Source: an optimization exercise on an open RTL-to-GDS flow (aim: small area, a short achievable clock period and few clock cycles). Production flows keep margins and buffers that such runs may drop.
Only simulation tests tie the RTL to the original design; equivalence was not proved.

## Bin2BCD
module Bin2BCD(input wire clk, input wire rst, input wire en, input wire [31:0] din,
  output wire [39:0] digs, output reg done);
Settings: LEC_CHECK=0, CAP_MARGIN=20, CORE_MARGIN=2, CORE_UTILIZATION=60, CTS_BUF_LIST=sky130_fd_sc_hd__clkbuf_4 sky130_fd_sc_hd__clkbuf_8, CTS_CLUSTER_SIZE=20, SLEW_MARGIN=20; clock period 15.0 ns.
standard.sh (not shown) runs the stock make flow with config.mk's settings and CLKGATE_MAP_FILE= SYNTH_SCRIPT=/design/flow/synth_recipe.tcl, a recipe that flattens the netlist after the stock synthesis.
==> flow/flow/run.sh <==
#!/bin/bash
set -euo pipefail
W=$PWD
rm -rf "$W/scripts_abc"
cp -r "$FLOW_HOME/scripts" "$W/scripts_abc"
cp "$W/flow/abc.script" "$W/scripts_abc/abc_speed.script"
bash "$W/standard.sh" SCRIPTS_DIR="$W/scripts_abc" ADDER_MAP_FILE= BUFFER_PORTS_ARGS="-buffer_cell sky130_fd_sc_hd__buf_1" SETUP_SLACK_MARGIN=6.5 SETUP_MOVE_SEQUENCE=sizeup,swap SKIP_INCREMENTAL_REPAIR=1 finish > "$W/standard_flow.log" 2>&1
==> flow/flow/abc.script <==
strash
balance
rewrite
refactor
balance
rewrite
rewrite -z
balance
refactor -z
rewrite -z
balance
dc2
dch -f
amap
Testbench counts at the start, summed over its fixed seeds: cycles 3,208.
Rerun with:
==> flow/flow/run.sh (replaced) <==
#!/bin/bash
set -euo pipefail
W=$PWD
rm -rf "$W/scripts_abc"
cp -r "$FLOW_HOME/scripts" "$W/scripts_abc"
cp "$W/flow/abc.script" "$W/scripts_abc/abc_speed.script"
bash "$W/standard.sh" SCRIPTS_DIR="$W/scripts_abc" ADDER_MAP_FILE= BUFFER_PORTS_ARGS="-buffer_cell sky130_fd_sc_hd__buf_1" finish > "$W/standard_flow.log" 2>&1
Settings changed: CTS_BUF_LIST sky130_fd_sc_hd__clkbuf_4 sky130_fd_sc_hd__clkbuf_8 to unset, CTS_CLUSTER_SIZE 20 to unset.
Wire length falls by a few percent.
Design area came out lower by a few percent.
Die area stays the same.
Count of clock-buffer cells in the layout is unchanged.
Sequential share of layout area grows by 0.30 points.
Worst setup slack got worse by 0.47 ns.
Via count barely changes.
Maximum frequency came out lower by a few percent.
Rerun with:
==> flow/flow/run.sh (replaced) <==
#!/bin/bash
set -euo pipefail
W=$PWD
rm -rf "$W/scripts_abc"
cp -r "$FLOW_HOME/scripts" "$W/scripts_abc"
cp "$W/flow/abc.script" "$W/scripts_abc/abc_speed.script"
bash "$W/standard.sh" SCRIPTS_DIR="$W/scripts_abc" ADDER_MAP_FILE= BUFFER_PORTS_ARGS="-buffer_cell sky130_fd_sc_hd__buf_1" SETUP_SLACK_MARGIN=6.5 SETUP_MOVE_SEQUENCE=sizeup,swap SKIP_INCREMENTAL_REPAIR=1 finish > "$W/standard_flow.log" 2>&1
Settings changed: CORE_UTILIZATION 60 to 75, CTS_BUF_LIST set to sky130_fd_sc_hd__clkbuf_4, CTS_CLUSTER_SIZE set to 20.
=> The new run ran to the end with no violations; cell area goes up slightly; via count rises by a few percent; first-iteration DRC count drops by about a fifth.
Rerun with:
==> flow/flow/run.sh (replaced) <==
#!/bin/bash
set -euo pipefail
W=$PWD
rm -rf "$W/scripts_abc"
cp -r "$FLOW_HOME/scripts" "$W/scripts_abc"
cp "$W/flow/abc.script" "$W/scripts_abc/abc_speed.script"
bash "$W/standard.sh" SCRIPTS_DIR="$W/scripts_abc" ADDER_MAP_FILE= BUFFER_PORTS_ARGS="-buffer_cell sky130_fd_sc_hd__buf_1" SETUP_SLACK_MARGIN=7 SETUP_MOVE_SEQUENCE=sizeup,swap SKIP_INCREMENTAL_REPAIR=1 finish > "$W/standard_flow.log" 2>&1
Settings changed: CORE_UTILIZATION 75 to 60, CTS_BUF_LIST sky130_fd_sc_hd__clkbuf_4 to unset, CTS_CLUSTER_SIZE 20 to unset.
After rerunning: Clock-buffer cell count does not change; design area goes up by 18%; non-clock buffer count is unchanged; synthesized area stays the same.
Rerun with:
==> flow/flow/run.sh (replaced) <==
#!/bin/bash
set -euo pipefail
W=$PWD
rm -rf "$W/scripts_abc"
cp -r "$FLOW_HOME/scripts" "$W/scripts_abc"
cp "$W/flow/abc.script" "$W/scripts_abc/abc_speed.script"
bash "$W/standard.sh" SCRIPTS_DIR="$W/scripts_abc" ADDER_MAP_FILE= BUFFER_PORTS_ARGS="-buffer_cell sky130_fd_sc_hd__buf_1" SETUP_SLACK_MARGIN=6 SETUP_MOVE_SEQUENCE=sizeup,swap SKIP_INCREMENTAL_REPAIR=1 finish > "$W/standard_flow.log" 2>&1
After rerunning:
- worst setup slack got worse by 0.28 ns
- routed wire length drops by 22%

-- port drivers added, routing unchanged --
No port has a modelled driver above. Below, the same layouts with a new extraction and two added sets of constraints.
Step 1: set_driving_cell puts a clkbuf_16 on clk and a buf_2 on each other input, an assumption about the parent block.
Step 2 also shifts input and output timing later by t, the mid clock arrival at the registers, as if the neighbouring blocks saw the same clock.
Slacks: no drivers / after step 1 / after step 2; pairs: no drivers / after step 1.
run | t, ns | slack for setup (ns) | worst register clock-pin slew, ns | pins driven straight from the clock port
the first run | 0.322 | 6.275 / 6.284 / 5.962 | 0.08 / 0.08 | 1
the second run | 0.322 | 5.805 / 5.774 / 5.645 | 0.08 / 0.08 | 1
the third run | 0.366 | 6.203 / 6.212 / 5.846 | 0.12 / 0.12 | 1
the fourth run | 0.328 | 6.237 / 6.201 / 6.061 | 0.09 / 0.09 | 1
the fifth run | 0.322 | 5.957 / 5.967 / 5.645 | 0.08 / 0.08 | 1
After both steps setup and hold are still met in every run listed. The setup slack of the third run, which loses most, moves by +0.009 ns with the drivers and by -0.357 ns with both steps.
